Background: an optimization exercise with open tools, aiming at small area. Do not read the settings as production practice. Only simulation tests tie the RTL to the original design; equivalence was not proved. Power and IR drop assume default switching activity.

==> flow/design.v (excerpt) <==
module neuron_multi_level_output #(parameter length = 128, total_cores = 3, total_length = length * total_cores)
	(
	input wire clk,
	input wire rst,
	input wire output_trigger,
	input wire y_addr_trigger,
	input wire single_core,
	input wire [2:0] num_core,
	output reg idle,
	input wire [31:0] in_fifo_dout,
	input wire in_fifo_valid,
	output reg in_fifo_rd_en,
	output reg [255:0] out_fifo_din,
	output reg out_fifo_wr_en,
	input wire neuron_idle,
	input wire spi_valid,
	input wire [total_length-1:0] spi_input_row,
	input wire [255:0] spi_input_single_core,
	output reg spi_read_trigger,
	output reg neuron_reset_trigger,
	output reg turn_off_inference,
	output reg ext_inference_enable,
	output reg reg_reset
	);
parameter options_per_core = length * 8 / 256;
localparam NG = total_length / 32;           
localparam CW = 5;                           
parameter [3:0] STATE_IDLE = 4'd0;
parameter [3:0] STATE_PIPE_IN = 4'd1;
parameter [3:0] STATE_EXT_INF_ON_0 = 4'd2;
parameter [3:0] STATE_INF_MODE_OFF = 4'd3;
parameter [3:0] STATE_EXT_INF_OFF_0 = 4'd4;
parameter [3:0] STATE_NEURON_TRIG = 4'd5;
parameter [3:0] STATE_NEURON_WAIT = 4'd6;
parameter [3:0] STATE_SPI_TRIG = 4'd7;
parameter [3:0] STATE_SPI_WAIT = 4'd8;
parameter [3:0] STATE_UPDATE_FND_IDX = 4'd9;
parameter [3:0] STATE_UPDATE_NUM_STEP = 4'd10;
parameter [3:0] STATE_CHECK_FOUND = 4'd11;
parameter [3:0] STATE_PIPE_OUT = 4'd12;
parameter [3:0] STATE_EXT_INF_ON_1 = 4'd13;
parameter [3:0] STATE_INF_MODE_ON = 4'd14;
parameter [3:0] STATE_EXT_INF_OFF_1 = 4'd15;
  ...
==> flow/config.mk <==
export PLATFORM = sky130hd
export DESIGN_NAME = neuron_multi_level_output
export DESIGN_NICKNAME = neuron_multi_level_output
export VERILOG_FILES = /design/flow/design.v
export SDC_FILE = /design/flow/constraint.sdc
export NUM_CORES = 8
export LEC_CHECK = 0
export CAP_MARGIN = 20
export CORE_MARGIN = 2
export CORE_UTILIZATION = 45
export PLACE_DENSITY = 0.6
export SLEW_MARGIN = 20
==> flow/constraint.sdc <==
create_clock -name core_clock -period 10.0 [get_ports {clk}]
set_input_delay 2.0000 -clock core_clock [delete_from_list [all_inputs] [get_ports {clk}]]
set_output_delay 2.0000 -clock core_clock [all_outputs]
set_load 0.01 [all_outputs]
standard.sh (not shown) runs the stock make flow with config.mk's settings and CLKGATE_MAP_FILE= SYNTH_SCRIPT=/design/flow/synth_recipe.tcl, a recipe that flattens the netlist after the stock synthesis.
==> flow/flow/run.sh <==
#!/bin/bash
set -euo pipefail
CTS="-sink_clustering_enable -repair_clock_nets -sink_clustering_size 25 -sink_clustering_max_diameter 100 -sink_clustering_buffer sky130_fd_sc_hd__clkbuf_16 -buf_list {sky130_fd_sc_hd__clkbuf_4 sky130_fd_sc_hd__clkbuf_8} -dont_use_dummy_load"
bash standard.sh "CTS_ARGS=$CTS" "BUFFER_PORTS_ARGS=-buffer_cell sky130_fd_sc_hd__buf_1" finish > standard.log 2>&1
Then changed:
--- a/flow/design.v
+++ b/flow/design.v
@@ -37,24 +37,25 @@
 parameter [3:0] STATE_SPI_WAIT = 4'd8;
 parameter [3:0] STATE_UPDATE_FND_IDX = 4'd9;
 parameter [3:0] STATE_UPDATE_NUM_STEP = 4'd10;
 parameter [3:0] STATE_CHECK_FOUND = 4'd11;
 parameter [3:0] STATE_PIPE_OUT = 4'd12;
 parameter [3:0] STATE_EXT_INF_ON_1 = 4'd13;
 parameter [3:0] STATE_INF_MODE_ON = 4'd14;
 parameter [3:0] STATE_EXT_INF_OFF_1 = 4'd15;
 reg [3:0] state, next_state;
 reg [CW-1:0] cnt, next_cnt;         
 reg [6:0] iter_number, next_iter_number;
 wire first = (iter_number == 0);
+reg all_found;        
 reg [total_length-1:0] init_value;
 reg [total_length-1:0] step_found;
 wire [total_length-1:0] spi_input;
 assign spi_input[255:0] = single_core ? spi_input_single_core : spi_input_row[255:0];
 generate if (total_length > 256) begin: hi
 	assign spi_input[total_length-1:256] = spi_input_row[total_length-1:256];
 end endgenerate
 always @(*) begin
 	next_cnt = 0;
 	next_iter_number = iter_number;
 	next_state = state;
 	case (state)
@@ -80,25 +81,25 @@
 			if (cnt[1:0] == 3) next_state = STATE_NEURON_WAIT;
 		end
 		STATE_NEURON_WAIT: if (neuron_idle) next_state = STATE_SPI_TRIG;
 		STATE_SPI_TRIG: begin
 			next_cnt = cnt + 1;
 			if (cnt[1:0] == 3) next_state = STATE_SPI_WAIT;
 		end
 		STATE_SPI_WAIT: if (spi_valid) next_state = STATE_UPDATE_FND_IDX;
 		STATE_UPDATE_FND_IDX: next_state = STATE_UPDATE_NUM_STEP;
 		STATE_UPDATE_NUM_STEP: next_state = STATE_CHECK_FOUND;
 		STATE_CHECK_FOUND: begin
 			next_iter_number = iter_number + 1;
-			if ((first ? y_zero : (& step_found)) || (iter_number == 100)) next_state = STATE_PIPE_OUT;
+			if ((first ? y_zero : all_found) || (iter_number == 100)) next_state = STATE_PIPE_OUT;
 			else next_state = STATE_NEURON_TRIG;
 		end
 		STATE_PIPE_OUT: begin
 			next_cnt = cnt + 1;
 			if (single_core) begin
 				if (cnt == 7) next_state = STATE_EXT_INF_ON_1;
 			end else begin
 				if (cnt == options_per_core*num_core-1) next_state = STATE_EXT_INF_ON_1;
 			end
 		end
 		STATE_EXT_INF_ON_1: next_state = STATE_INF_MODE_ON;
 		STATE_INF_MODE_ON: next_state = STATE_EXT_INF_OFF_1;
@@ -157,24 +158,25 @@
 		if (phase == NG - 1) clearing <= 0;
 		if (pipe_in) begin
 			restoring <= 0;
 			armed <= 0;
 		end else if (upd) begin
 			restoring <= first;
 			armed <= !first;
 		end
 		if (state == STATE_IDLE && y_addr_trigger) y_zero <= 1;
 		else if (pipe_in && in_fifo_valid && in_fifo_dout != 0) y_zero <= 0;
 	end
 	if (upd) wr_step <= iter_number;
+	if (state == STATE_UPDATE_NUM_STEP) all_found <= ~| not_found;
 end
 wire [NG-1:0] at_head;
 reg [31:0] head_nf;
 integer h;
 always @(*) begin
 	head_nf = 0;
 	for (h = 0; h < NG; h = h + 1)
 		head_nf = head_nf | ({32{at_head[h]}} & not_found[h*32 +: 32]);
 end
 wire [255:0] head_in = ring[255:0];
 wire [255:0] head_out;
 wire [31:0] head_y;    
Outcome: Count of clock-buffer cells in the layout stays the same; sequential power is lower by about 3%; non-clock buffer count is lower by 6; hold slack got worse by 0.043 ns; global-route usage is lower by 0.97 points; via count is lower by 1.0%; wire length is lower by 3.0%; worst setup slack got worse by 0.021 ns; combinational power is lower by 13%; die area is lower by 0.53%; cell area is lower by 0.32%; fmax barely changes.

-- static timing again, ports no longer ideal --
In the flow no input, the clock included, has a driving cell. The finished layouts below were timed again as built, in two steps.
Step 1, drivers: a clkbuf_16 drives clk and a buf_2 each remaining input, both assumed.
Step 2 times the ports against the registers' clock, not the clock port: input delays grow and output delays shrink by t, the midpoint of the rising clock arrivals with the driver on.
Three values: ideal ports, drivers, drivers and shift; two values: the first two.
run | shift t [ns] | setup slack, ns | hold WS [ns]
the first run | 1.174 | 2.855 / 2.738 / 3.912 | 0.271 / 0.271 / 0.271
the second run | 1.152 | 2.834 / 2.721 / 3.873 | 0.229 / 0.229 / 0.229
After both steps every run listed still meets setup and hold.
